What follows belongs to an exercise in optimizing a design on an open flow for small area, a short achievable clock period and few clock cycles; a production flow would make more cautious choices. Function not checked in this run: the RTL went through the layout flow alone. No activity file was given, so power comes from the tool's default toggle rates.

**flow/run.sh**
```bash
#!/bin/bash
# synth_recipe.tcl (not shown) runs the flow's synth.tcl, then flattens the netlist and writes it again
# the make line also repeats each setting of config.mk as NAME=value (left out here)
make -C /OpenROAD-flow-scripts/flow DESIGN_CONFIG=/design/flow/config.mk WORK_HOME=/design/flow/orfs CLKGATE_MAP_FILE= SYNTH_SCRIPT=/design/flow/synth_recipe.tcl finish
```
**flow/config.mk**
```make
export PLATFORM = sky130hd
export DESIGN_NAME = alu_unit
export DESIGN_NICKNAME = alu_unit
export VERILOG_FILES = /design/flow/design.v
export SDC_FILE = /design/flow/constraint.sdc
export NUM_CORES = 4
export LEC_CHECK = 0
export ABC_AREA = 1
export CAP_MARGIN = 20
export CORE_MARGIN = 2
export CORE_UTILIZATION = 40
export SLEW_MARGIN = 20
```
**flow/design.v**
```verilog
`timescale 1ns / 1ps
module alu_unit(
    input clk,
    input rst,
    input in_valid,
    output in_ready,
    input [15:0] a,
    input [15:0] b,
    input [2:0] op,
    output reg out_valid,
    output reg [15:0] r
    );
assign in_ready = 1'b1;
reg [15:0] a_q, b_q;
reg [2:0] op_q;
reg v0;
always @(posedge clk) begin
    a_q <= a;
    b_q <= b;
    op_q <= op;
    v0 <= in_valid & ~rst;
end
wire mul0 = op_q == 3'd3;
wire div0 = op_q == 3'd4;
wire add0 = op_q == 3'd1;
wire sub0 = op_q == 3'd2;
wire [15:0] y0 = mul0 ? a_q : (add0 ? b_q : ~b_q);
wire [15:0] x16 = mul0 ? 16'd0 : a_q;
wire [15:0] aux16 = b_q;
wire [1:0] s15;
wire g15_0_0 = (x16[15] & y0[0]) | ((div0 | sub0) & (x16[15] ^ y0[0]));
wire p15_0_0 = x16[15] ^ y0[0];
assign s15[0] = p15_0_0 ^ (div0 | sub0);
assign s15[1] = g15_0_0;
wire sel15 = mul0 ? aux16[15] : (div0 & s15[1] & &y0[15:1]);
wire [15:0] x15 = sel15 ? {s15[0:0], x16[14:0]} : x16;
wire [2:0] s14;
wire g14_0_0 = (x15[14] & y0[0]) | ((div0 | sub0) & (x15[14] ^ y0[0]));
wire p14_0_0 = x15[14] ^ y0[0];
wire g14_1_1 = x15[15] & y0[1];
wire p14_1_1 = x15[15] ^ y0[1];
wire g14_1_0 = g14_1_1 | (p14_1_1 & g14_0_0);
wire p14_1_0 = p14_1_1 & p14_0_0;
assign s14[0] = p14_0_0 ^ (div0 | sub0);
assign s14[1] = p14_1_1 ^ g14_0_0;
assign s14[2] = g14_1_0;
wire sel14 = mul0 ? aux16[14] : (div0 & s14[2] & &y0[15:2]);
wire [15:0] x14 = sel14 ? {s14[1:0], x15[13:0]} : x15;
wire [3:0] s13;
wire g13_0_0 = (x14[13] & y0[0]) | ((div0 | sub0) & (x14[13] ^ y0[0]));
wire p13_0_0 = x14[13] ^ y0[0];
wire g13_1_1 = x14[14] & y0[1];
wire p13_1_1 = x14[14] ^ y0[1];
wire g13_2_2 = x14[15] & y0[2];
wire p13_2_2 = x14[15] ^ y0[2];
wire g13_1_0 = g13_1_1 | (p13_1_1 & g13_0_0);
wire p13_1_0 = p13_1_1 & p13_0_0;
wire g13_2_0 = g13_2_2 | (p13_2_2 & g13_1_0);
wire p13_2_0 = p13_2_2 & p13_1_0;
assign s13[0] = p13_0_0 ^ (div0 | sub0);
assign s13[1] = p13_1_1 ^ g13_0_0;
assign s13[2] = p13_2_2 ^ g13_1_0;
assign s13[3] = g13_2_0;
wire sel13 = mul0 ? aux16[13] : (div0 & s13[3] & &y0[15:3]);
wire [15:0] x13 = sel13 ? {s13[2:0], x14[12:0]} : x14;
wire [4:0] s12;
wire g12_0_0 = (x13[12] & y0[0]) | ((div0 | sub0) & (x13[12] ^ y0[0]));
wire p12_0_0 = x13[12] ^ y0[0];
wire g12_1_1 = x13[13] & y0[1];
wire p12_1_1 = x13[13] ^ y0[1];
wire g12_2_2 = x13[14] & y0[2];
wire p12_2_2 = x13[14] ^ y0[2];
wire g12_3_3 = x13[15] & y0[3];
wire p12_3_3 = x13[15] ^ y0[3];
wire g12_1_0 = g12_1_1 | (p12_1_1 & g12_0_0);
wire p12_1_0 = p12_1_1 & p12_0_0;
wire g12_3_2 = g12_3_3 | (p12_3_3 & g12_2_2);
wire p12_3_2 = p12_3_3 & p12_2_2;
wire g12_3_0 = g12_3_2 | (p12_3_2 & g12_1_0);
wire p12_3_0 = p12_3_2 & p12_1_0;
wire g12_2_0 = g12_2_2 | (p12_2_2 & g12_1_0);
wire p12_2_0 = p12_2_2 & p12_1_0;
assign s12[0] = p12_0_0 ^ (div0 | sub0);
assign s12[1] = p12_1_1 ^ g12_0_0;
assign s12[2] = p12_2_2 ^ g12_1_0;
assign s12[3] = p12_3_3 ^ g12_2_0;
assign s12[4] = g12_3_0;
wire sel12 = mul0 ? aux16[12] : (div0 & s12[4] & &y0[15:4]);
wire [15:0] x12 = sel12 ? {s12[3:0], x13[11:0]} : x13;
wire [5:0] s11;
wire g11_0_0 = (x12[11] & y0[0]) | ((div0 | sub0) & (x12[11] ^ y0[0]));
wire p11_0_0 = x12[11] ^ y0[0];
wire g11_1_1 = x12[12] & y0[1];
wire p11_1_1 = x12[12] ^ y0[1];
wire g11_2_2 = x12[13] & y0[2];
wire p11_2_2 = x12[13] ^ y0[2];
wire g11_3_3 = x12[14] & y0[3];
wire p11_3_3 = x12[14] ^ y0[3];
wire g11_4_4 = x12[15] & y0[4];
wire p11_4_4 = x12[15] ^ y0[4];
wire g11_1_0 = g11_1_1 | (p11_1_1 & g11_0_0);
wire p11_1_0 = p11_1_1 & p11_0_0;
wire g11_3_2 = g11_3_3 | (p11_3_3 & g11_2_2);
wire p11_3_2 = p11_3_3 & p11_2_2;
wire g11_3_0 = g11_3_2 | (p11_3_2 & g11_1_0);
wire p11_3_0 = p11_3_2 & p11_1_0;
wire g11_2_0 = g11_2_2 | (p11_2_2 & g11_1_0);
wire p11_2_0 = p11_2_2 & p11_1_0;
wire g11_4_0 = g11_4_4 | (p11_4_4 & g11_3_0);
wire p11_4_0 = p11_4_4 & p11_3_0;
assign s11[0] = p11_0_0 ^ (div0 | sub0);
assign s11[1] = p11_1_1 ^ g11_0_0;
assign s11[2] = p11_2_2 ^ g11_1_0;
assign s11[3] = p11_3_3 ^ g11_2_0;
assign s11[4] = p11_4_4 ^ g11_3_0;
assign s11[5] = g11_4_0;
wire sel11 = mul0 ? aux16[11] : (div0 & s11[5] & &y0[15:5]);
wire [15:0] x11 = sel11 ? {s11[4:0], x12[10:0]} : x12;
wire [6:0] s10;
wire g10_0_0 = (x11[10] & y0[0]) | ((div0 | sub0) & (x11[10] ^ y0[0]));
wire p10_0_0 = x11[10] ^ y0[0];
wire g10_1_1 = x11[11] & y0[1];
wire p10_1_1 = x11[11] ^ y0[1];
wire g10_2_2 = x11[12] & y0[2];
wire p10_2_2 = x11[12] ^ y0[2];
wire g10_3_3 = x11[13] & y0[3];
wire p10_3_3 = x11[13] ^ y0[3];
wire g10_4_4 = x11[14] & y0[4];
wire p10_4_4 = x11[14] ^ y0[4];
wire g10_5_5 = x11[15] & y0[5];
wire p10_5_5 = x11[15] ^ y0[5];
wire g10_1_0 = g10_1_1 | (p10_1_1 & g10_0_0);
wire p10_1_0 = p10_1_1 & p10_0_0;
wire g10_3_2 = g10_3_3 | (p10_3_3 & g10_2_2);
wire p10_3_2 = p10_3_3 & p10_2_2;
wire g10_5_4 = g10_5_5 | (p10_5_5 & g10_4_4);
wire p10_5_4 = p10_5_5 & p10_4_4;
wire g10_3_0 = g10_3_2 | (p10_3_2 & g10_1_0);
wire p10_3_0 = p10_3_2 & p10_1_0;
wire g10_5_0 = g10_5_4 | (p10_5_4 & g10_3_0);
wire p10_5_0 = p10_5_4 & p10_3_0;
wire g10_2_0 = g10_2_2 | (p10_2_2 & g10_1_0);
wire p10_2_0 = p10_2_2 & p10_1_0;
wire g10_4_0 = g10_4_4 | (p10_4_4 & g10_3_0);
wire p10_4_0 = p10_4_4 & p10_3_0;
assign s10[0] = p10_0_0 ^ (div0 | sub0);
assign s10[1] = p10_1_1 ^ g10_0_0;
assign s10[2] = p10_2_2 ^ g10_1_0;
assign s10[3] = p10_3_3 ^ g10_2_0;
assign s10[4] = p10_4_4 ^ g10_3_0;
assign s10[5] = p10_5_5 ^ g10_4_0;
assign s10[6] = g10_5_0;
wire sel10 = mul0 ? aux16[10] : (div0 & s10[6] & &y0[15:6]);
wire [15:0] x10 = sel10 ? {s10[5:0], x11[9:0]} : x11;
wire [7:0] s9;
wire g9_0_0 = (x10[9] & y0[0]) | ((div0 | sub0) & (x10[9] ^ y0[0]));
wire p9_0_0 = x10[9] ^ y0[0];
wire g9_1_1 = x10[10] & y0[1];
wire p9_1_1 = x10[10] ^ y0[1];
wire g9_2_2 = x10[11] & y0[2];
wire p9_2_2 = x10[11] ^ y0[2];
wire g9_3_3 = x10[12] & y0[3];
wire p9_3_3 = x10[12] ^ y0[3];
wire g9_4_4 = x10[13] & y0[4];
wire p9_4_4 = x10[13] ^ y0[4];
wire g9_5_5 = x10[14] & y0[5];
wire p9_5_5 = x10[14] ^ y0[5];
wire g9_6_6 = x10[15] & y0[6];
wire p9_6_6 = x10[15] ^ y0[6];
wire g9_1_0 = g9_1_1 | (p9_1_1 & g9_0_0);
wire p9_1_0 = p9_1_1 & p9_0_0;
wire g9_3_2 = g9_3_3 | (p9_3_3 & g9_2_2);
wire p9_3_2 = p9_3_3 & p9_2_2;
wire g9_5_4 = g9_5_5 | (p9_5_5 & g9_4_4);
wire p9_5_4 = p9_5_5 & p9_4_4;
wire g9_3_0 = g9_3_2 | (p9_3_2 & g9_1_0);
wire p9_3_0 = p9_3_2 & p9_1_0;
wire g9_5_0 = g9_5_4 | (p9_5_4 & g9_3_0);
wire p9_5_0 = p9_5_4 & p9_3_0;
wire g9_2_0 = g9_2_2 | (p9_2_2 & g9_1_0);
wire p9_2_0 = p9_2_2 & p9_1_0;
wire g9_4_0 = g9_4_4 | (p9_4_4 & g9_3_0);
wire p9_4_0 = p9_4_4 & p9_3_0;
wire g9_6_0 = g9_6_6 | (p9_6_6 & g9_5_0);
wire p9_6_0 = p9_6_6 & p9_5_0;
assign s9[0] = p9_0_0 ^ (div0 | sub0);
assign s9[1] = p9_1_1 ^ g9_0_0;
assign s9[2] = p9_2_2 ^ g9_1_0;
assign s9[3] = p9_3_3 ^ g9_2_0;
assign s9[4] = p9_4_4 ^ g9_3_0;
assign s9[5] = p9_5_5 ^ g9_4_0;
assign s9[6] = p9_6_6 ^ g9_5_0;
assign s9[7] = g9_6_0;
wire sel9 = mul0 ? aux16[9] : (div0 & s9[7] & &y0[15:7]);
wire [15:0] x9 = sel9 ? {s9[6:0], x10[8:0]} : x10;
wire [8:0] s8;
wire g8_0_0 = (x9[8] & y0[0]) | ((div0 | sub0) & (x9[8] ^ y0[0]));
wire p8_0_0 = x9[8] ^ y0[0];
wire g8_1_1 = x9[9] & y0[1];
wire p8_1_1 = x9[9] ^ y0[1];
wire g8_2_2 = x9[10] & y0[2];
wire p8_2_2 = x9[10] ^ y0[2];
wire g8_3_3 = x9[11] & y0[3];
wire p8_3_3 = x9[11] ^ y0[3];
wire g8_4_4 = x9[12] & y0[4];
wire p8_4_4 = x9[12] ^ y0[4];
wire g8_5_5 = x9[13] & y0[5];
wire p8_5_5 = x9[13] ^ y0[5];
wire g8_6_6 = x9[14] & y0[6];
wire p8_6_6 = x9[14] ^ y0[6];
wire g8_7_7 = x9[15] & y0[7];
wire p8_7_7 = x9[15] ^ y0[7];
wire g8_1_0 = g8_1_1 | (p8_1_1 & g8_0_0);
wire p8_1_0 = p8_1_1 & p8_0_0;
wire g8_3_2 = g8_3_3 | (p8_3_3 & g8_2_2);
wire p8_3_2 = p8_3_3 & p8_2_2;
wire g8_5_4 = g8_5_5 | (p8_5_5 & g8_4_4);
wire p8_5_4 = p8_5_5 & p8_4_4;
wire g8_7_6 = g8_7_7 | (p8_7_7 & g8_6_6);
wire p8_7_6 = p8_7_7 & p8_6_6;
wire g8_3_0 = g8_3_2 | (p8_3_2 & g8_1_0);
wire p8_3_0 = p8_3_2 & p8_1_0;
wire g8_7_4 = g8_7_6 | (p8_7_6 & g8_5_4);
wire p8_7_4 = p8_7_6 & p8_5_4;
wire g8_7_0 = g8_7_4 | (p8_7_4 & g8_3_0);
wire p8_7_0 = p8_7_4 & p8_3_0;
wire g8_5_0 = g8_5_4 | (p8_5_4 & g8_3_0);
wire p8_5_0 = p8_5_4 & p8_3_0;
wire g8_2_0 = g8_2_2 | (p8_2_2 & g8_1_0);
wire p8_2_0 = p8_2_2 & p8_1_0;
wire g8_4_0 = g8_4_4 | (p8_4_4 & g8_3_0);
wire p8_4_0 = p8_4_4 & p8_3_0;
wire g8_6_0 = g8_6_6 | (p8_6_6 & g8_5_0);
wire p8_6_0 = p8_6_6 & p8_5_0;
assign s8[0] = p8_0_0 ^ (div0 | sub0);
assign s8[1] = p8_1_1 ^ g8_0_0;
assign s8[2] = p8_2_2 ^ g8_1_0;
assign s8[3] = p8_3_3 ^ g8_2_0;
assign s8[4] = p8_4_4 ^ g8_3_0;
assign s8[5] = p8_5_5 ^ g8_4_0;
assign s8[6] = p8_6_6 ^ g8_5_0;
assign s8[7] = p8_7_7 ^ g8_6_0;
assign s8[8] = g8_7_0;
wire sel8 = mul0 ? aux16[8] : (div0 & s8[8] & &y0[15:8]);
wire [15:0] x8 = sel8 ? {s8[7:0], x9[7:0]} : x9;
reg [15:0] xr1, y1, aux1;
reg mul1, div1, add1, sub1, v1;
always @(posedge clk) begin
    xr1 <= x8;
    y1 <= y0;
    aux1 <= {sel15, sel14, sel13, sel12, sel11, sel10, sel9, sel8, aux16[7:0]};
    mul1 <= mul0;
    div1 <= div0;
    add1 <= add0;
    sub1 <= sub0;
    v1 <= v0 & ~rst;
end
wire [9:0] s7;
wire g7_0_0 = (xr1[7] & y1[0]) | ((div1 | sub1) & (xr1[7] ^ y1[0]));
wire p7_0_0 = xr1[7] ^ y1[0];
wire g7_1_1 = xr1[8] & y1[1];
wire p7_1_1 = xr1[8] ^ y1[1];
wire g7_2_2 = xr1[9] & y1[2];
wire p7_2_2 = xr1[9] ^ y1[2];
wire g7_3_3 = xr1[10] & y1[3];
wire p7_3_3 = xr1[10] ^ y1[3];
wire g7_4_4 = xr1[11] & y1[4];
wire p7_4_4 = xr1[11] ^ y1[4];
wire g7_5_5 = xr1[12] & y1[5];
wire p7_5_5 = xr1[12] ^ y1[5];
wire g7_6_6 = xr1[13] & y1[6];
wire p7_6_6 = xr1[13] ^ y1[6];
wire g7_7_7 = xr1[14] & y1[7];
wire p7_7_7 = xr1[14] ^ y1[7];
wire g7_8_8 = xr1[15] & y1[8];
wire p7_8_8 = xr1[15] ^ y1[8];
wire g7_1_0 = g7_1_1 | (p7_1_1 & g7_0_0);
wire p7_1_0 = p7_1_1 & p7_0_0;
wire g7_3_2 = g7_3_3 | (p7_3_3 & g7_2_2);
wire p7_3_2 = p7_3_3 & p7_2_2;
wire g7_5_4 = g7_5_5 | (p7_5_5 & g7_4_4);
wire p7_5_4 = p7_5_5 & p7_4_4;
wire g7_7_6 = g7_7_7 | (p7_7_7 & g7_6_6);
wire p7_7_6 = p7_7_7 & p7_6_6;
wire g7_3_0 = g7_3_2 | (p7_3_2 & g7_1_0);
wire p7_3_0 = p7_3_2 & p7_1_0;
wire g7_7_4 = g7_7_6 | (p7_7_6 & g7_5_4);
wire p7_7_4 = p7_7_6 & p7_5_4;
wire g7_7_0 = g7_7_4 | (p7_7_4 & g7_3_0);
wire p7_7_0 = p7_7_4 & p7_3_0;
wire g7_5_0 = g7_5_4 | (p7_5_4 & g7_3_0);
wire p7_5_0 = p7_5_4 & p7_3_0;
wire g7_2_0 = g7_2_2 | (p7_2_2 & g7_1_0);
wire p7_2_0 = p7_2_2 & p7_1_0;
wire g7_4_0 = g7_4_4 | (p7_4_4 & g7_3_0);
wire p7_4_0 = p7_4_4 & p7_3_0;
wire g7_6_0 = g7_6_6 | (p7_6_6 & g7_5_0);
wire p7_6_0 = p7_6_6 & p7_5_0;
wire g7_8_0 = g7_8_8 | (p7_8_8 & g7_7_0);
wire p7_8_0 = p7_8_8 & p7_7_0;
assign s7[0] = p7_0_0 ^ (div1 | sub1);
assign s7[1] = p7_1_1 ^ g7_0_0;
assign s7[2] = p7_2_2 ^ g7_1_0;
assign s7[3] = p7_3_3 ^ g7_2_0;
assign s7[4] = p7_4_4 ^ g7_3_0;
assign s7[5] = p7_5_5 ^ g7_4_0;
assign s7[6] = p7_6_6 ^ g7_5_0;
assign s7[7] = p7_7_7 ^ g7_6_0;
assign s7[8] = p7_8_8 ^ g7_7_0;
assign s7[9] = g7_8_0;
wire sel7 = mul1 ? aux1[7] : (div1 & s7[9] & &y1[15:9]);
wire [15:0] x7 = sel7 ? {s7[8:0], xr1[6:0]} : xr1;
wire [10:0] s6;
wire g6_0_0 = (x7[6] & y1[0]) | ((div1 | sub1) & (x7[6] ^ y1[0]));
wire p6_0_0 = x7[6] ^ y1[0];
wire g6_1_1 = x7[7] & y1[1];
wire p6_1_1 = x7[7] ^ y1[1];
wire g6_2_2 = x7[8] & y1[2];
wire p6_2_2 = x7[8] ^ y1[2];
wire g6_3_3 = x7[9] & y1[3];
wire p6_3_3 = x7[9] ^ y1[3];
wire g6_4_4 = x7[10] & y1[4];
wire p6_4_4 = x7[10] ^ y1[4];
wire g6_5_5 = x7[11] & y1[5];
wire p6_5_5 = x7[11] ^ y1[5];
wire g6_6_6 = x7[12] & y1[6];
wire p6_6_6 = x7[12] ^ y1[6];
wire g6_7_7 = x7[13] & y1[7];
wire p6_7_7 = x7[13] ^ y1[7];
wire g6_8_8 = x7[14] & y1[8];
wire p6_8_8 = x7[14] ^ y1[8];
wire g6_9_9 = x7[15] & y1[9];
wire p6_9_9 = x7[15] ^ y1[9];
wire g6_1_0 = g6_1_1 | (p6_1_1 & g6_0_0);
wire p6_1_0 = p6_1_1 & p6_0_0;
wire g6_3_2 = g6_3_3 | (p6_3_3 & g6_2_2);
wire p6_3_2 = p6_3_3 & p6_2_2;
wire g6_5_4 = g6_5_5 | (p6_5_5 & g6_4_4);
wire p6_5_4 = p6_5_5 & p6_4_4;
wire g6_7_6 = g6_7_7 | (p6_7_7 & g6_6_6);
wire p6_7_6 = p6_7_7 & p6_6_6;
wire g6_9_8 = g6_9_9 | (p6_9_9 & g6_8_8);
wire p6_9_8 = p6_9_9 & p6_8_8;
wire g6_3_0 = g6_3_2 | (p6_3_2 & g6_1_0);
wire p6_3_0 = p6_3_2 & p6_1_0;
wire g6_7_4 = g6_7_6 | (p6_7_6 & g6_5_4);
wire p6_7_4 = p6_7_6 & p6_5_4;
wire g6_7_0 = g6_7_4 | (p6_7_4 & g6_3_0);
wire p6_7_0 = p6_7_4 & p6_3_0;
wire g6_5_0 = g6_5_4 | (p6_5_4 & g6_3_0);
wire p6_5_0 = p6_5_4 & p6_3_0;
wire g6_9_0 = g6_9_8 | (p6_9_8 & g6_7_0);
wire p6_9_0 = p6_9_8 & p6_7_0;
wire g6_2_0 = g6_2_2 | (p6_2_2 & g6_1_0);
wire p6_2_0 = p6_2_2 & p6_1_0;
wire g6_4_0 = g6_4_4 | (p6_4_4 & g6_3_0);
wire p6_4_0 = p6_4_4 & p6_3_0;
wire g6_6_0 = g6_6_6 | (p6_6_6 & g6_5_0);
wire p6_6_0 = p6_6_6 & p6_5_0;
wire g6_8_0 = g6_8_8 | (p6_8_8 & g6_7_0);
wire p6_8_0 = p6_8_8 & p6_7_0;
assign s6[0] = p6_0_0 ^ (div1 | sub1);
assign s6[1] = p6_1_1 ^ g6_0_0;
assign s6[2] = p6_2_2 ^ g6_1_0;
assign s6[3] = p6_3_3 ^ g6_2_0;
assign s6[4] = p6_4_4 ^ g6_3_0;
assign s6[5] = p6_5_5 ^ g6_4_0;
assign s6[6] = p6_6_6 ^ g6_5_0;
assign s6[7] = p6_7_7 ^ g6_6_0;
assign s6[8] = p6_8_8 ^ g6_7_0;
assign s6[9] = p6_9_9 ^ g6_8_0;
assign s6[10] = g6_9_0;
wire sel6 = mul1 ? aux1[6] : (div1 & s6[10] & &y1[15:10]);
wire [15:0] x6 = sel6 ? {s6[9:0], x7[5:0]} : x7;
wire [11:0] s5;
wire g5_0_0 = (x6[5] & y1[0]) | ((div1 | sub1) & (x6[5] ^ y1[0]));
wire p5_0_0 = x6[5] ^ y1[0];
wire g5_1_1 = x6[6] & y1[1];
wire p5_1_1 = x6[6] ^ y1[1];
wire g5_2_2 = x6[7] & y1[2];
wire p5_2_2 = x6[7] ^ y1[2];
wire g5_3_3 = x6[8] & y1[3];
wire p5_3_3 = x6[8] ^ y1[3];
wire g5_4_4 = x6[9] & y1[4];
wire p5_4_4 = x6[9] ^ y1[4];
wire g5_5_5 = x6[10] & y1[5];
wire p5_5_5 = x6[10] ^ y1[5];
wire g5_6_6 = x6[11] & y1[6];
wire p5_6_6 = x6[11] ^ y1[6];
wire g5_7_7 = x6[12] & y1[7];
wire p5_7_7 = x6[12] ^ y1[7];
wire g5_8_8 = x6[13] & y1[8];
wire p5_8_8 = x6[13] ^ y1[8];
wire g5_9_9 = x6[14] & y1[9];
wire p5_9_9 = x6[14] ^ y1[9];
wire g5_10_10 = x6[15] & y1[10];
wire p5_10_10 = x6[15] ^ y1[10];
wire g5_1_0 = g5_1_1 | (p5_1_1 & g5_0_0);
wire p5_1_0 = p5_1_1 & p5_0_0;
wire g5_3_2 = g5_3_3 | (p5_3_3 & g5_2_2);
wire p5_3_2 = p5_3_3 & p5_2_2;
wire g5_5_4 = g5_5_5 | (p5_5_5 & g5_4_4);
wire p5_5_4 = p5_5_5 & p5_4_4;
wire g5_7_6 = g5_7_7 | (p5_7_7 & g5_6_6);
wire p5_7_6 = p5_7_7 & p5_6_6;
wire g5_9_8 = g5_9_9 | (p5_9_9 & g5_8_8);
wire p5_9_8 = p5_9_9 & p5_8_8;
wire g5_3_0 = g5_3_2 | (p5_3_2 & g5_1_0);
wire p5_3_0 = p5_3_2 & p5_1_0;
wire g5_7_4 = g5_7_6 | (p5_7_6 & g5_5_4);
wire p5_7_4 = p5_7_6 & p5_5_4;
wire g5_7_0 = g5_7_4 | (p5_7_4 & g5_3_0);
wire p5_7_0 = p5_7_4 & p5_3_0;
wire g5_5_0 = g5_5_4 | (p5_5_4 & g5_3_0);
wire p5_5_0 = p5_5_4 & p5_3_0;
wire g5_9_0 = g5_9_8 | (p5_9_8 & g5_7_0);
wire p5_9_0 = p5_9_8 & p5_7_0;
wire g5_2_0 = g5_2_2 | (p5_2_2 & g5_1_0);
wire p5_2_0 = p5_2_2 & p5_1_0;
wire g5_4_0 = g5_4_4 | (p5_4_4 & g5_3_0);
wire p5_4_0 = p5_4_4 & p5_3_0;
wire g5_6_0 = g5_6_6 | (p5_6_6 & g5_5_0);
wire p5_6_0 = p5_6_6 & p5_5_0;
wire g5_8_0 = g5_8_8 | (p5_8_8 & g5_7_0);
wire p5_8_0 = p5_8_8 & p5_7_0;
wire g5_10_0 = g5_10_10 | (p5_10_10 & g5_9_0);
wire p5_10_0 = p5_10_10 & p5_9_0;
assign s5[0] = p5_0_0 ^ (div1 | sub1);
assign s5[1] = p5_1_1 ^ g5_0_0;
assign s5[2] = p5_2_2 ^ g5_1_0;
assign s5[3] = p5_3_3 ^ g5_2_0;
assign s5[4] = p5_4_4 ^ g5_3_0;
assign s5[5] = p5_5_5 ^ g5_4_0;
assign s5[6] = p5_6_6 ^ g5_5_0;
assign s5[7] = p5_7_7 ^ g5_6_0;
assign s5[8] = p5_8_8 ^ g5_7_0;
assign s5[9] = p5_9_9 ^ g5_8_0;
assign s5[10] = p5_10_10 ^ g5_9_0;
assign s5[11] = g5_10_0;
wire sel5 = mul1 ? aux1[5] : (div1 & s5[11] & &y1[15:11]);
wire [15:0] x5 = sel5 ? {s5[10:0], x6[4:0]} : x6;
wire [12:0] s4;
wire g4_0_0 = (x5[4] & y1[0]) | ((div1 | sub1) & (x5[4] ^ y1[0]));
wire p4_0_0 = x5[4] ^ y1[0];
wire g4_1_1 = x5[5] & y1[1];
wire p4_1_1 = x5[5] ^ y1[1];
wire g4_2_2 = x5[6] & y1[2];
wire p4_2_2 = x5[6] ^ y1[2];
wire g4_3_3 = x5[7] & y1[3];
wire p4_3_3 = x5[7] ^ y1[3];
wire g4_4_4 = x5[8] & y1[4];
wire p4_4_4 = x5[8] ^ y1[4];
wire g4_5_5 = x5[9] & y1[5];
wire p4_5_5 = x5[9] ^ y1[5];
wire g4_6_6 = x5[10] & y1[6];
wire p4_6_6 = x5[10] ^ y1[6];
wire g4_7_7 = x5[11] & y1[7];
wire p4_7_7 = x5[11] ^ y1[7];
wire g4_8_8 = x5[12] & y1[8];
wire p4_8_8 = x5[12] ^ y1[8];
wire g4_9_9 = x5[13] & y1[9];
wire p4_9_9 = x5[13] ^ y1[9];
wire g4_10_10 = x5[14] & y1[10];
wire p4_10_10 = x5[14] ^ y1[10];
wire g4_11_11 = x5[15] & y1[11];
wire p4_11_11 = x5[15] ^ y1[11];
wire g4_1_0 = g4_1_1 | (p4_1_1 & g4_0_0);
wire p4_1_0 = p4_1_1 & p4_0_0;
wire g4_3_2 = g4_3_3 | (p4_3_3 & g4_2_2);
wire p4_3_2 = p4_3_3 & p4_2_2;
wire g4_5_4 = g4_5_5 | (p4_5_5 & g4_4_4);
wire p4_5_4 = p4_5_5 & p4_4_4;
wire g4_7_6 = g4_7_7 | (p4_7_7 & g4_6_6);
wire p4_7_6 = p4_7_7 & p4_6_6;
wire g4_9_8 = g4_9_9 | (p4_9_9 & g4_8_8);
wire p4_9_8 = p4_9_9 & p4_8_8;
wire g4_11_10 = g4_11_11 | (p4_11_11 & g4_10_10);
wire p4_11_10 = p4_11_11 & p4_10_10;
wire g4_3_0 = g4_3_2 | (p4_3_2 & g4_1_0);
wire p4_3_0 = p4_3_2 & p4_1_0;
wire g4_7_4 = g4_7_6 | (p4_7_6 & g4_5_4);
wire p4_7_4 = p4_7_6 & p4_5_4;
wire g4_11_8 = g4_11_10 | (p4_11_10 & g4_9_8);
wire p4_11_8 = p4_11_10 & p4_9_8;
wire g4_7_0 = g4_7_4 | (p4_7_4 & g4_3_0);
wire p4_7_0 = p4_7_4 & p4_3_0;
wire g4_11_0 = g4_11_8 | (p4_11_8 & g4_7_0);
wire p4_11_0 = p4_11_8 & p4_7_0;
wire g4_5_0 = g4_5_4 | (p4_5_4 & g4_3_0);
wire p4_5_0 = p4_5_4 & p4_3_0;
wire g4_9_0 = g4_9_8 | (p4_9_8 & g4_7_0);
wire p4_9_0 = p4_9_8 & p4_7_0;
wire g4_2_0 = g4_2_2 | (p4_2_2 & g4_1_0);
wire p4_2_0 = p4_2_2 & p4_1_0;
wire g4_4_0 = g4_4_4 | (p4_4_4 & g4_3_0);
wire p4_4_0 = p4_4_4 & p4_3_0;
wire g4_6_0 = g4_6_6 | (p4_6_6 & g4_5_0);
wire p4_6_0 = p4_6_6 & p4_5_0;
wire g4_8_0 = g4_8_8 | (p4_8_8 & g4_7_0);
wire p4_8_0 = p4_8_8 & p4_7_0;
wire g4_10_0 = g4_10_10 | (p4_10_10 & g4_9_0);
wire p4_10_0 = p4_10_10 & p4_9_0;
assign s4[0] = p4_0_0 ^ (div1 | sub1);
assign s4[1] = p4_1_1 ^ g4_0_0;
assign s4[2] = p4_2_2 ^ g4_1_0;
assign s4[3] = p4_3_3 ^ g4_2_0;
assign s4[4] = p4_4_4 ^ g4_3_0;
assign s4[5] = p4_5_5 ^ g4_4_0;
assign s4[6] = p4_6_6 ^ g4_5_0;
assign s4[7] = p4_7_7 ^ g4_6_0;
assign s4[8] = p4_8_8 ^ g4_7_0;
assign s4[9] = p4_9_9 ^ g4_8_0;
assign s4[10] = p4_10_10 ^ g4_9_0;
assign s4[11] = p4_11_11 ^ g4_10_0;
assign s4[12] = g4_11_0;
wire sel4 = mul1 ? aux1[4] : (div1 & s4[12] & &y1[15:12]);
wire [15:0] x4 = sel4 ? {s4[11:0], x5[3:0]} : x5;
wire [13:0] s3;
wire g3_0_0 = (x4[3] & y1[0]) | ((div1 | sub1) & (x4[3] ^ y1[0]));
wire p3_0_0 = x4[3] ^ y1[0];
wire g3_1_1 = x4[4] & y1[1];
wire p3_1_1 = x4[4] ^ y1[1];
wire g3_2_2 = x4[5] & y1[2];
wire p3_2_2 = x4[5] ^ y1[2];
wire g3_3_3 = x4[6] & y1[3];
wire p3_3_3 = x4[6] ^ y1[3];
wire g3_4_4 = x4[7] & y1[4];
wire p3_4_4 = x4[7] ^ y1[4];
wire g3_5_5 = x4[8] & y1[5];
wire p3_5_5 = x4[8] ^ y1[5];
wire g3_6_6 = x4[9] & y1[6];
wire p3_6_6 = x4[9] ^ y1[6];
wire g3_7_7 = x4[10] & y1[7];
wire p3_7_7 = x4[10] ^ y1[7];
wire g3_8_8 = x4[11] & y1[8];
wire p3_8_8 = x4[11] ^ y1[8];
wire g3_9_9 = x4[12] & y1[9];
wire p3_9_9 = x4[12] ^ y1[9];
wire g3_10_10 = x4[13] & y1[10];
wire p3_10_10 = x4[13] ^ y1[10];
wire g3_11_11 = x4[14] & y1[11];
wire p3_11_11 = x4[14] ^ y1[11];
wire g3_12_12 = x4[15] & y1[12];
wire p3_12_12 = x4[15] ^ y1[12];
wire g3_1_0 = g3_1_1 | (p3_1_1 & g3_0_0);
wire p3_1_0 = p3_1_1 & p3_0_0;
wire g3_3_2 = g3_3_3 | (p3_3_3 & g3_2_2);
wire p3_3_2 = p3_3_3 & p3_2_2;
wire g3_5_4 = g3_5_5 | (p3_5_5 & g3_4_4);
wire p3_5_4 = p3_5_5 & p3_4_4;
wire g3_7_6 = g3_7_7 | (p3_7_7 & g3_6_6);
wire p3_7_6 = p3_7_7 & p3_6_6;
wire g3_9_8 = g3_9_9 | (p3_9_9 & g3_8_8);
wire p3_9_8 = p3_9_9 & p3_8_8;
wire g3_11_10 = g3_11_11 | (p3_11_11 & g3_10_10);
wire p3_11_10 = p3_11_11 & p3_10_10;
wire g3_3_0 = g3_3_2 | (p3_3_2 & g3_1_0);
wire p3_3_0 = p3_3_2 & p3_1_0;
wire g3_7_4 = g3_7_6 | (p3_7_6 & g3_5_4);
wire p3_7_4 = p3_7_6 & p3_5_4;
wire g3_11_8 = g3_11_10 | (p3_11_10 & g3_9_8);
wire p3_11_8 = p3_11_10 & p3_9_8;
wire g3_7_0 = g3_7_4 | (p3_7_4 & g3_3_0);
wire p3_7_0 = p3_7_4 & p3_3_0;
wire g3_11_0 = g3_11_8 | (p3_11_8 & g3_7_0);
wire p3_11_0 = p3_11_8 & p3_7_0;
wire g3_5_0 = g3_5_4 | (p3_5_4 & g3_3_0);
wire p3_5_0 = p3_5_4 & p3_3_0;
wire g3_9_0 = g3_9_8 | (p3_9_8 & g3_7_0);
wire p3_9_0 = p3_9_8 & p3_7_0;
wire g3_2_0 = g3_2_2 | (p3_2_2 & g3_1_0);
wire p3_2_0 = p3_2_2 & p3_1_0;
wire g3_4_0 = g3_4_4 | (p3_4_4 & g3_3_0);
wire p3_4_0 = p3_4_4 & p3_3_0;
wire g3_6_0 = g3_6_6 | (p3_6_6 & g3_5_0);
wire p3_6_0 = p3_6_6 & p3_5_0;
wire g3_8_0 = g3_8_8 | (p3_8_8 & g3_7_0);
wire p3_8_0 = p3_8_8 & p3_7_0;
wire g3_10_0 = g3_10_10 | (p3_10_10 & g3_9_0);
wire p3_10_0 = p3_10_10 & p3_9_0;
wire g3_12_0 = g3_12_12 | (p3_12_12 & g3_11_0);
wire p3_12_0 = p3_12_12 & p3_11_0;
assign s3[0] = p3_0_0 ^ (div1 | sub1);
assign s3[1] = p3_1_1 ^ g3_0_0;
assign s3[2] = p3_2_2 ^ g3_1_0;
assign s3[3] = p3_3_3 ^ g3_2_0;
assign s3[4] = p3_4_4 ^ g3_3_0;
assign s3[5] = p3_5_5 ^ g3_4_0;
assign s3[6] = p3_6_6 ^ g3_5_0;
assign s3[7] = p3_7_7 ^ g3_6_0;
assign s3[8] = p3_8_8 ^ g3_7_0;
assign s3[9] = p3_9_9 ^ g3_8_0;
assign s3[10] = p3_10_10 ^ g3_9_0;
assign s3[11] = p3_11_11 ^ g3_10_0;
assign s3[12] = p3_12_12 ^ g3_11_0;
assign s3[13] = g3_12_0;
wire sel3 = mul1 ? aux1[3] : (div1 & s3[13] & &y1[15:13]);
wire [15:0] x3 = sel3 ? {s3[12:0], x4[2:0]} : x4;
wire [14:0] s2;
wire g2_0_0 = (x3[2] & y1[0]) | ((div1 | sub1) & (x3[2] ^ y1[0]));
wire p2_0_0 = x3[2] ^ y1[0];
wire g2_1_1 = x3[3] & y1[1];
wire p2_1_1 = x3[3] ^ y1[1];
wire g2_2_2 = x3[4] & y1[2];
wire p2_2_2 = x3[4] ^ y1[2];
wire g2_3_3 = x3[5] & y1[3];
wire p2_3_3 = x3[5] ^ y1[3];
wire g2_4_4 = x3[6] & y1[4];
wire p2_4_4 = x3[6] ^ y1[4];
wire g2_5_5 = x3[7] & y1[5];
wire p2_5_5 = x3[7] ^ y1[5];
wire g2_6_6 = x3[8] & y1[6];
wire p2_6_6 = x3[8] ^ y1[6];
wire g2_7_7 = x3[9] & y1[7];
wire p2_7_7 = x3[9] ^ y1[7];
wire g2_8_8 = x3[10] & y1[8];
wire p2_8_8 = x3[10] ^ y1[8];
wire g2_9_9 = x3[11] & y1[9];
wire p2_9_9 = x3[11] ^ y1[9];
wire g2_10_10 = x3[12] & y1[10];
wire p2_10_10 = x3[12] ^ y1[10];
wire g2_11_11 = x3[13] & y1[11];
wire p2_11_11 = x3[13] ^ y1[11];
wire g2_12_12 = x3[14] & y1[12];
wire p2_12_12 = x3[14] ^ y1[12];
wire g2_13_13 = x3[15] & y1[13];
wire p2_13_13 = x3[15] ^ y1[13];
wire g2_1_0 = g2_1_1 | (p2_1_1 & g2_0_0);
wire p2_1_0 = p2_1_1 & p2_0_0;
wire g2_3_2 = g2_3_3 | (p2_3_3 & g2_2_2);
wire p2_3_2 = p2_3_3 & p2_2_2;
wire g2_5_4 = g2_5_5 | (p2_5_5 & g2_4_4);
wire p2_5_4 = p2_5_5 & p2_4_4;
wire g2_7_6 = g2_7_7 | (p2_7_7 & g2_6_6);
wire p2_7_6 = p2_7_7 & p2_6_6;
wire g2_9_8 = g2_9_9 | (p2_9_9 & g2_8_8);
wire p2_9_8 = p2_9_9 & p2_8_8;
wire g2_11_10 = g2_11_11 | (p2_11_11 & g2_10_10);
wire p2_11_10 = p2_11_11 & p2_10_10;
wire g2_13_12 = g2_13_13 | (p2_13_13 & g2_12_12);
wire p2_13_12 = p2_13_13 & p2_12_12;
wire g2_3_0 = g2_3_2 | (p2_3_2 & g2_1_0);
wire p2_3_0 = p2_3_2 & p2_1_0;
wire g2_7_4 = g2_7_6 | (p2_7_6 & g2_5_4);
wire p2_7_4 = p2_7_6 & p2_5_4;
wire g2_11_8 = g2_11_10 | (p2_11_10 & g2_9_8);
wire p2_11_8 = p2_11_10 & p2_9_8;
wire g2_7_0 = g2_7_4 | (p2_7_4 & g2_3_0);
wire p2_7_0 = p2_7_4 & p2_3_0;
wire g2_11_0 = g2_11_8 | (p2_11_8 & g2_7_0);
wire p2_11_0 = p2_11_8 & p2_7_0;
wire g2_5_0 = g2_5_4 | (p2_5_4 & g2_3_0);
wire p2_5_0 = p2_5_4 & p2_3_0;
wire g2_9_0 = g2_9_8 | (p2_9_8 & g2_7_0);
wire p2_9_0 = p2_9_8 & p2_7_0;
wire g2_13_0 = g2_13_12 | (p2_13_12 & g2_11_0);
wire p2_13_0 = p2_13_12 & p2_11_0;
wire g2_2_0 = g2_2_2 | (p2_2_2 & g2_1_0);
wire p2_2_0 = p2_2_2 & p2_1_0;
wire g2_4_0 = g2_4_4 | (p2_4_4 & g2_3_0);
wire p2_4_0 = p2_4_4 & p2_3_0;
wire g2_6_0 = g2_6_6 | (p2_6_6 & g2_5_0);
wire p2_6_0 = p2_6_6 & p2_5_0;
wire g2_8_0 = g2_8_8 | (p2_8_8 & g2_7_0);
wire p2_8_0 = p2_8_8 & p2_7_0;
wire g2_10_0 = g2_10_10 | (p2_10_10 & g2_9_0);
wire p2_10_0 = p2_10_10 & p2_9_0;
wire g2_12_0 = g2_12_12 | (p2_12_12 & g2_11_0);
wire p2_12_0 = p2_12_12 & p2_11_0;
assign s2[0] = p2_0_0 ^ (div1 | sub1);
assign s2[1] = p2_1_1 ^ g2_0_0;
assign s2[2] = p2_2_2 ^ g2_1_0;
assign s2[3] = p2_3_3 ^ g2_2_0;
assign s2[4] = p2_4_4 ^ g2_3_0;
assign s2[5] = p2_5_5 ^ g2_4_0;
assign s2[6] = p2_6_6 ^ g2_5_0;
assign s2[7] = p2_7_7 ^ g2_6_0;
assign s2[8] = p2_8_8 ^ g2_7_0;
assign s2[9] = p2_9_9 ^ g2_8_0;
assign s2[10] = p2_10_10 ^ g2_9_0;
assign s2[11] = p2_11_11 ^ g2_10_0;
assign s2[12] = p2_12_12 ^ g2_11_0;
assign s2[13] = p2_13_13 ^ g2_12_0;
assign s2[14] = g2_13_0;
wire sel2 = mul1 ? aux1[2] : (div1 & s2[14] & &y1[15:14]);
wire [15:0] x2 = sel2 ? {s2[13:0], x3[1:0]} : x3;
wire [15:0] s1;
wire g1_0_0 = (x2[1] & y1[0]) | ((div1 | sub1) & (x2[1] ^ y1[0]));
wire p1_0_0 = x2[1] ^ y1[0];
wire g1_1_1 = x2[2] & y1[1];
wire p1_1_1 = x2[2] ^ y1[1];
wire g1_2_2 = x2[3] & y1[2];
wire p1_2_2 = x2[3] ^ y1[2];
wire g1_3_3 = x2[4] & y1[3];
wire p1_3_3 = x2[4] ^ y1[3];
wire g1_4_4 = x2[5] & y1[4];
wire p1_4_4 = x2[5] ^ y1[4];
wire g1_5_5 = x2[6] & y1[5];
wire p1_5_5 = x2[6] ^ y1[5];
wire g1_6_6 = x2[7] & y1[6];
wire p1_6_6 = x2[7] ^ y1[6];
wire g1_7_7 = x2[8] & y1[7];
wire p1_7_7 = x2[8] ^ y1[7];
wire g1_8_8 = x2[9] & y1[8];
wire p1_8_8 = x2[9] ^ y1[8];
wire g1_9_9 = x2[10] & y1[9];
wire p1_9_9 = x2[10] ^ y1[9];
wire g1_10_10 = x2[11] & y1[10];
wire p1_10_10 = x2[11] ^ y1[10];
wire g1_11_11 = x2[12] & y1[11];
wire p1_11_11 = x2[12] ^ y1[11];
wire g1_12_12 = x2[13] & y1[12];
wire p1_12_12 = x2[13] ^ y1[12];
wire g1_13_13 = x2[14] & y1[13];
wire p1_13_13 = x2[14] ^ y1[13];
wire g1_14_14 = x2[15] & y1[14];
wire p1_14_14 = x2[15] ^ y1[14];
wire g1_1_0 = g1_1_1 | (p1_1_1 & g1_0_0);
wire p1_1_0 = p1_1_1 & p1_0_0;
wire g1_3_2 = g1_3_3 | (p1_3_3 & g1_2_2);
wire p1_3_2 = p1_3_3 & p1_2_2;
wire g1_5_4 = g1_5_5 | (p1_5_5 & g1_4_4);
wire p1_5_4 = p1_5_5 & p1_4_4;
wire g1_7_6 = g1_7_7 | (p1_7_7 & g1_6_6);
wire p1_7_6 = p1_7_7 & p1_6_6;
wire g1_9_8 = g1_9_9 | (p1_9_9 & g1_8_8);
wire p1_9_8 = p1_9_9 & p1_8_8;
wire g1_11_10 = g1_11_11 | (p1_11_11 & g1_10_10);
wire p1_11_10 = p1_11_11 & p1_10_10;
wire g1_13_12 = g1_13_13 | (p1_13_13 & g1_12_12);
wire p1_13_12 = p1_13_13 & p1_12_12;
wire g1_3_0 = g1_3_2 | (p1_3_2 & g1_1_0);
wire p1_3_0 = p1_3_2 & p1_1_0;
wire g1_7_4 = g1_7_6 | (p1_7_6 & g1_5_4);
wire p1_7_4 = p1_7_6 & p1_5_4;
wire g1_11_8 = g1_11_10 | (p1_11_10 & g1_9_8);
wire p1_11_8 = p1_11_10 & p1_9_8;
wire g1_7_0 = g1_7_4 | (p1_7_4 & g1_3_0);
wire p1_7_0 = p1_7_4 & p1_3_0;
wire g1_11_0 = g1_11_8 | (p1_11_8 & g1_7_0);
wire p1_11_0 = p1_11_8 & p1_7_0;
wire g1_5_0 = g1_5_4 | (p1_5_4 & g1_3_0);
wire p1_5_0 = p1_5_4 & p1_3_0;
wire g1_9_0 = g1_9_8 | (p1_9_8 & g1_7_0);
wire p1_9_0 = p1_9_8 & p1_7_0;
wire g1_13_0 = g1_13_12 | (p1_13_12 & g1_11_0);
wire p1_13_0 = p1_13_12 & p1_11_0;
wire g1_2_0 = g1_2_2 | (p1_2_2 & g1_1_0);
wire p1_2_0 = p1_2_2 & p1_1_0;
wire g1_4_0 = g1_4_4 | (p1_4_4 & g1_3_0);
wire p1_4_0 = p1_4_4 & p1_3_0;
wire g1_6_0 = g1_6_6 | (p1_6_6 & g1_5_0);
wire p1_6_0 = p1_6_6 & p1_5_0;
wire g1_8_0 = g1_8_8 | (p1_8_8 & g1_7_0);
wire p1_8_0 = p1_8_8 & p1_7_0;
wire g1_10_0 = g1_10_10 | (p1_10_10 & g1_9_0);
wire p1_10_0 = p1_10_10 & p1_9_0;
wire g1_12_0 = g1_12_12 | (p1_12_12 & g1_11_0);
wire p1_12_0 = p1_12_12 & p1_11_0;
wire g1_14_0 = g1_14_14 | (p1_14_14 & g1_13_0);
wire p1_14_0 = p1_14_14 & p1_13_0;
assign s1[0] = p1_0_0 ^ (div1 | sub1);
assign s1[1] = p1_1_1 ^ g1_0_0;
assign s1[2] = p1_2_2 ^ g1_1_0;
assign s1[3] = p1_3_3 ^ g1_2_0;
assign s1[4] = p1_4_4 ^ g1_3_0;
assign s1[5] = p1_5_5 ^ g1_4_0;
assign s1[6] = p1_6_6 ^ g1_5_0;
assign s1[7] = p1_7_7 ^ g1_6_0;
assign s1[8] = p1_8_8 ^ g1_7_0;
assign s1[9] = p1_9_9 ^ g1_8_0;
assign s1[10] = p1_10_10 ^ g1_9_0;
assign s1[11] = p1_11_11 ^ g1_10_0;
assign s1[12] = p1_12_12 ^ g1_11_0;
assign s1[13] = p1_13_13 ^ g1_12_0;
assign s1[14] = p1_14_14 ^ g1_13_0;
assign s1[15] = g1_14_0;
wire sel1 = mul1 ? aux1[1] : (div1 & s1[15] & &y1[15:15]);
wire [15:0] x1 = sel1 ? {s1[14:0], x2[0:0]} : x2;
wire [16:0] s0;
wire g0_0_0 = (x1[0] & y1[0]) | ((div1 | sub1) & (x1[0] ^ y1[0]));
wire p0_0_0 = x1[0] ^ y1[0];
wire g0_1_1 = x1[1] & y1[1];
wire p0_1_1 = x1[1] ^ y1[1];
wire g0_2_2 = x1[2] & y1[2];
wire p0_2_2 = x1[2] ^ y1[2];
wire g0_3_3 = x1[3] & y1[3];
wire p0_3_3 = x1[3] ^ y1[3];
wire g0_4_4 = x1[4] & y1[4];
wire p0_4_4 = x1[4] ^ y1[4];
wire g0_5_5 = x1[5] & y1[5];
wire p0_5_5 = x1[5] ^ y1[5];
wire g0_6_6 = x1[6] & y1[6];
wire p0_6_6 = x1[6] ^ y1[6];
wire g0_7_7 = x1[7] & y1[7];
wire p0_7_7 = x1[7] ^ y1[7];
wire g0_8_8 = x1[8] & y1[8];
wire p0_8_8 = x1[8] ^ y1[8];
wire g0_9_9 = x1[9] & y1[9];
wire p0_9_9 = x1[9] ^ y1[9];
wire g0_10_10 = x1[10] & y1[10];
wire p0_10_10 = x1[10] ^ y1[10];
wire g0_11_11 = x1[11] & y1[11];
wire p0_11_11 = x1[11] ^ y1[11];
wire g0_12_12 = x1[12] & y1[12];
wire p0_12_12 = x1[12] ^ y1[12];
wire g0_13_13 = x1[13] & y1[13];
wire p0_13_13 = x1[13] ^ y1[13];
wire g0_14_14 = x1[14] & y1[14];
wire p0_14_14 = x1[14] ^ y1[14];
wire g0_15_15 = x1[15] & y1[15];
wire p0_15_15 = x1[15] ^ y1[15];
wire g0_1_0 = g0_1_1 | (p0_1_1 & g0_0_0);
wire p0_1_0 = p0_1_1 & p0_0_0;
wire g0_3_2 = g0_3_3 | (p0_3_3 & g0_2_2);
wire p0_3_2 = p0_3_3 & p0_2_2;
wire g0_5_4 = g0_5_5 | (p0_5_5 & g0_4_4);
wire p0_5_4 = p0_5_5 & p0_4_4;
wire g0_7_6 = g0_7_7 | (p0_7_7 & g0_6_6);
wire p0_7_6 = p0_7_7 & p0_6_6;
wire g0_9_8 = g0_9_9 | (p0_9_9 & g0_8_8);
wire p0_9_8 = p0_9_9 & p0_8_8;
wire g0_11_10 = g0_11_11 | (p0_11_11 & g0_10_10);
wire p0_11_10 = p0_11_11 & p0_10_10;
wire g0_13_12 = g0_13_13 | (p0_13_13 & g0_12_12);
wire p0_13_12 = p0_13_13 & p0_12_12;
wire g0_15_14 = g0_15_15 | (p0_15_15 & g0_14_14);
wire p0_15_14 = p0_15_15 & p0_14_14;
wire g0_3_0 = g0_3_2 | (p0_3_2 & g0_1_0);
wire p0_3_0 = p0_3_2 & p0_1_0;
wire g0_7_4 = g0_7_6 | (p0_7_6 & g0_5_4);
wire p0_7_4 = p0_7_6 & p0_5_4;
wire g0_11_8 = g0_11_10 | (p0_11_10 & g0_9_8);
wire p0_11_8 = p0_11_10 & p0_9_8;
wire g0_15_12 = g0_15_14 | (p0_15_14 & g0_13_12);
wire p0_15_12 = p0_15_14 & p0_13_12;
wire g0_7_0 = g0_7_4 | (p0_7_4 & g0_3_0);
wire p0_7_0 = p0_7_4 & p0_3_0;
wire g0_15_8 = g0_15_12 | (p0_15_12 & g0_11_8);
wire p0_15_8 = p0_15_12 & p0_11_8;
wire g0_15_0 = g0_15_8 | (p0_15_8 & g0_7_0);
wire p0_15_0 = p0_15_8 & p0_7_0;
wire g0_11_0 = g0_11_8 | (p0_11_8 & g0_7_0);
wire p0_11_0 = p0_11_8 & p0_7_0;
wire g0_5_0 = g0_5_4 | (p0_5_4 & g0_3_0);
wire p0_5_0 = p0_5_4 & p0_3_0;
wire g0_9_0 = g0_9_8 | (p0_9_8 & g0_7_0);
wire p0_9_0 = p0_9_8 & p0_7_0;
wire g0_13_0 = g0_13_12 | (p0_13_12 & g0_11_0);
wire p0_13_0 = p0_13_12 & p0_11_0;
wire g0_2_0 = g0_2_2 | (p0_2_2 & g0_1_0);
wire p0_2_0 = p0_2_2 & p0_1_0;
wire g0_4_0 = g0_4_4 | (p0_4_4 & g0_3_0);
wire p0_4_0 = p0_4_4 & p0_3_0;
wire g0_6_0 = g0_6_6 | (p0_6_6 & g0_5_0);
wire p0_6_0 = p0_6_6 & p0_5_0;
wire g0_8_0 = g0_8_8 | (p0_8_8 & g0_7_0);
wire p0_8_0 = p0_8_8 & p0_7_0;
wire g0_10_0 = g0_10_10 | (p0_10_10 & g0_9_0);
wire p0_10_0 = p0_10_10 & p0_9_0;
wire g0_12_0 = g0_12_12 | (p0_12_12 & g0_11_0);
wire p0_12_0 = p0_12_12 & p0_11_0;
wire g0_14_0 = g0_14_14 | (p0_14_14 & g0_13_0);
wire p0_14_0 = p0_14_14 & p0_13_0;
assign s0[0] = p0_0_0 ^ (div1 | sub1);
assign s0[1] = p0_1_1 ^ g0_0_0;
assign s0[2] = p0_2_2 ^ g0_1_0;
assign s0[3] = p0_3_3 ^ g0_2_0;
assign s0[4] = p0_4_4 ^ g0_3_0;
assign s0[5] = p0_5_5 ^ g0_4_0;
assign s0[6] = p0_6_6 ^ g0_5_0;
assign s0[7] = p0_7_7 ^ g0_6_0;
assign s0[8] = p0_8_8 ^ g0_7_0;
assign s0[9] = p0_9_9 ^ g0_8_0;
assign s0[10] = p0_10_10 ^ g0_9_0;
assign s0[11] = p0_11_11 ^ g0_10_0;
assign s0[12] = p0_12_12 ^ g0_11_0;
assign s0[13] = p0_13_13 ^ g0_12_0;
assign s0[14] = p0_14_14 ^ g0_13_0;
assign s0[15] = p0_15_15 ^ g0_14_0;
assign s0[16] = g0_15_0;
wire sel0 = mul1 ? aux1[0] : (div1 & s0[16] & 1'b1) | add1 | (sub1 & s0[16]);
wire [15:0] x0 = sel0 ? s0[15:0] : x1;
wire [15:0] q = {aux1[15:8], sel7, sel6, sel5, sel4, sel3, sel2, sel1, sel0};
wire [15:0] res = div1 ? q :
                  (mul1 | add1 | (sub1 & sel0)) ? x0 : 16'd0;
always @(posedge clk) begin
    r <= res;
    out_valid <= v1 & ~rst;
end
endmodule
```
**flow/constraint.sdc**
```tcl
create_clock -name core_clock -period 70.0 [get_ports {clk}]
set_input_delay 14.0000 -clock core_clock [delete_from_list [all_inputs] [get_ports {clk}]]
set_output_delay 14.0000 -clock core_clock [all_outputs]
set_load 0.01 [all_outputs]
```
==> results.txt <==
## final cells by class
cell class,count,area [um^2],share of cell area
inverters,150,568,0.0515
flip-flops and latches,106,2120,0.192
clock inverters,6,57.6,0.00521
well taps,324,405,0.0367
multi-input cells,1014,7050,0.639
repair buffers,61,593,0.0537
clock buffers,10,239,0.0216
## metrics by stage
stage | worst slack (ns) | hold slack, ns | area, um^2 | std cells | util
2_1_floorplan | 52.67 | 0.331 | 9870 | 1294 | -
3_3_place_gp | 48.71 | 0.357 | 10700 | 1655 | 0.443
3_5_place_dp | 47.84 | 0.353 | 10700 | 1655 | 0.443
4_1_cts | 47.83 | 0.364 | 11000 | 1671 | 0.455
5_1_grt | 44.93 | 0.374 | 11000 | 1671 | 0.455
6_report | 47.74 | 0.359 | 11000 | 1671 | 0.455
## state kept, by name, summed over array words and instances (netlist names), 3 cells and up
name and count:
op_q 3, a_q 16, xr1 16, aux1 16
b_q 16, y1 16, r 16
## logic make-up after synthesis
logic type | count (synthesis) | share of synthesized area
adder cells (fa/ha/maj) | 185 | 0.301
flip-flops | 106 | 0.215
AO/OA/AOI/OAI | 129 | 0.0782
multiplexers | 1 | 0.00228
XOR/XNOR | 46 | 0.0408
other | 1 | 0.000380
AND/OR/NAND/NOR | 652 | 0.292
buffers and inverters | 174 | 0.0704
## where the power goes
part	total, uW	switching (uW)	leakage, uW	internal (uW)
clock network	51.3	25.4	0.000144	25.9
registers	71.3	6.08	0.000887	65.3
logic	128	74.8	0.00450	53.1
total	250	106	0.00553	144
## cell usage after synthesis (all sizes together), types with 2 or more instances
master    n  area share
nand2   382        0.15
nand3b    5      0.0038
or2      21       0.013
inv     146       0.056
a211oi    6      0.0046
nor3      5      0.0030
o21a      3      0.0024
clkinv    4      0.0015
buf      14      0.0090
xor2     18       0.016
and2     17       0.011
fa       87        0.18
nor2     78       0.034
a21o      5      0.0038
a31oi     4      0.0025
nand3   131       0.069
clkbuf   10      0.0038
nand4    12      0.0076
ha       98        0.12
o22ai     2      0.0019
dfxtp   106        0.21
o21ai    47       0.028
a21oi    55       0.029
xnor2    28       0.025
## final timing paths
| kind | from | end | slack [ns] |
|---|---|---|---|
| max | div1 | r[3] | 47.74 |
| min | b_q[2] | aux1[2] | 0.36 |
| max reg2reg | div1 | r[3] | 47.74 |
| min reg2reg | b_q[2] | aux1[2] | 0.36 |
## critical path: cells and delay by family, from the launching register on
kind	cells	cell delay (ns)
fa+ha+maj	13	4.82
compound gates	26	4.95
buf+inv	14	3.13
flops	1	0.31
simple gates	73	8.87
## cell usage in the layout (no fill, tap or decap), types with 2 or more instances in the layout
cell type	synthesis	final
sky130_fd_sc_hd__a211oi_1	6	6
sky130_fd_sc_hd__a21o_1	5	5
sky130_fd_sc_hd__a21oi_1	52	52
sky130_fd_sc_hd__a21oi_2	3	3
sky130_fd_sc_hd__a31oi_1	4	4
sky130_fd_sc_hd__and2_1	17	17
sky130_fd_sc_hd__buf_4	2	7
sky130_fd_sc_hd__clkbuf_16	0	9
sky130_fd_sc_hd__clkdlybuf4s50_1	0	54
sky130_fd_sc_hd__clkinv_1	4	4
sky130_fd_sc_hd__dfxtp_1	106	105
sky130_fd_sc_hd__fa_1	87	87
sky130_fd_sc_hd__ha_1	98	98
sky130_fd_sc_hd__inv_1	139	139
sky130_fd_sc_hd__inv_2	5	5
sky130_fd_sc_hd__inv_4	2	2
sky130_fd_sc_hd__inv_6	0	2
sky130_fd_sc_hd__nand2_1	374	374
sky130_fd_sc_hd__nand2_2	7	7
sky130_fd_sc_hd__nand3_1	125	125
sky130_fd_sc_hd__nand3_2	6	6
sky130_fd_sc_hd__nand3b_1	5	5
sky130_fd_sc_hd__nand4_1	12	12
sky130_fd_sc_hd__nor2_1	69	69
sky130_fd_sc_hd__nor2_2	6	6
sky130_fd_sc_hd__nor2_4	2	2
sky130_fd_sc_hd__nor3_1	4	4
sky130_fd_sc_hd__o21a_1	2	2
sky130_fd_sc_hd__o21ai_0	38	38
sky130_fd_sc_hd__o21ai_2	8	8
sky130_fd_sc_hd__or2_0	3	3
sky130_fd_sc_hd__or2_2	17	17
sky130_fd_sc_hd__xnor2_1	28	28
sky130_fd_sc_hd__xor2_1	18	18
## layer usage
metal  share of wire  vias to the layer above
li1                -                     4249
met1            0.46                     3991
met2            0.48                      219
met3           0.046                       42
met4           0.021                        0
met5               0                        -
==> qor.txt <==
Total grt overflow = 0
Maximum root-to-sink buffer count = 2
Final-layout fill cell count = 2474
Synthesized flop and latch total = 106
Endpoint required time on the critical path = 70.25 ns
Netlist area before placement = 0.00987 mm^2
Die height = 161 um
Critical Path Max Stage Delay = 0.61 ns
CP endpoint kind = flip-flop
Via count of the routed design = 8501
Worst IR drop on VDD = 12.2 uV
TritonCTS Buffers = 9
Worst Clk Skew = 0.0124 ns
Post-Synthesis Mean Instance Area = 7.63 um^2
Post-synthesis instance total = 1294
Fin nets = 1565
Design Power = 250 uW
Post-synthesis cell type count = 54
TritonCTS clock tree = done
Cell with the largest stage delay on the worst path = sky130_fd_sc_hd__nand2_1
Accumulated negative setup slack = 0 ns
Hold Path Stages = 0
Global-route usage over all layers = 0.225
Kind of start point of the critical path = flip-flop
Detailed-route vias per instance = 5.09
PwrDens = 22.7 mW/mm^2
Number of nets produced by synthesis = 1517
Post-route ant nets = 0
Wire length of the first global-routing pass = 45.3 mm
Detailed Route Iter0 Violations = 567
Yosys Warn Count = 1
Number of global-route vias before repair = 8532
Crit path DAT = 22.51 ns
Horiz. Die Dim = 161 um
Number of port buffers = 54
Total Die Area = 0.0260 mm^2
Max capacitance violation total = 0
Worst-margin pin slew = 0.810 ns
Worst slew margin = 0.459
# hold bufs at CTS = 0
Classification of the worst-slack hold path = flip-flop to flip-flop
GPL Wtd Cong = 0.924
Clock-pin slew on the worst setup and hold paths = 0.08 ns
GRT met2 Usage = 0.384
Part of the Yosys area used for sequential elements = 0.215
Global Route met3 Usage = 0.0262
Maximum number of pins on one net before global-route repair = 29
Final setup violation count = 0
Number of clock sinks = 106
Result of the run = no timing/DRC/antenna violations
Number of antenna violations at the first check in global routing = 0
GRT met1 Usage = 0.303
Number of flops mapped to enable cells by yosys = 0
Post-layout min period = 22.26 ns
Top flip-flop cell by instance count after synthesis = sky130_fd_sc_hd__dfxtp_1
Area growth from synthesis to layout = 11.9%
Root Buffer = sky130_fd_sc_hd__clkbuf_16
Count of pins on the block boundary = 56
R2R depth = 126
DRC errors left = 0
RSZ-0062 raised after global routing = no
Category of the critical setup timing path = flip-flop to flip-flop
Placeable core region = 0.0242 mm^2
Wire length per cell after detailed routing = 16.7 um
ANT cells = 0
Gr busiest metal = met2
Std-Cell Rows = 57
Number of detailed-route iterations in the first pass = 5
Number of buffers inserted to repair setup after CTS = 0
Htree depth = 3
Final hold violation count = 0
Detail Placement HPWL = 22.7 mm
Static leakage = 0.00553 uW
Clock latency reported for the late side of the worst-skew pair = 0.36 ns
Number of gates resized after cts = 0
Highest clock rate = 44.9 MHz
Share of cells above drive strength 1 = 0.0668
Most prevalent standard cell on the critical path = sky130_fd_sc_hd__nand2_1
Async S/R FF share, synth = 0
Post-route fraction of the period consumed by the critical path = 0.318
Initial standard-cell utilization of the core = 0.407
Critical-path maximum fanout = 27
Final-report max-slew violation count = 0
Routed Wire Length = 27.9 mm

afterwards: timing with drivers on the ports:
The flow's constraints put no driver on any port. The routed layout listed below was extracted and timed again, unchanged, in two steps. Step 1, drivers: a clkbuf_16 drives clk and a buf_2 each remaining input, both assumed. Step 2, shift: input delay + t, output delay - t, t = (earliest + latest rising clock arrival at the registers) / 2. This alone moves slack from input paths to output paths. a / b / c = ideal ports / drivers / drivers and shift; a / b = the first two.
shift t [ns]: 0.401
setup WS [ns]: 47.737 / 47.737 / 47.737
hold WS [ns]: 0.359 / 0.359 / 0.359
worst setup path at the end: register to register
worst data-port slew with drivers (ns): 0.05
After both steps setup and hold are still met in this run. For this run, drivers alone change the setup slack by 0.000 ns; drivers and shift together by 0.000 ns.
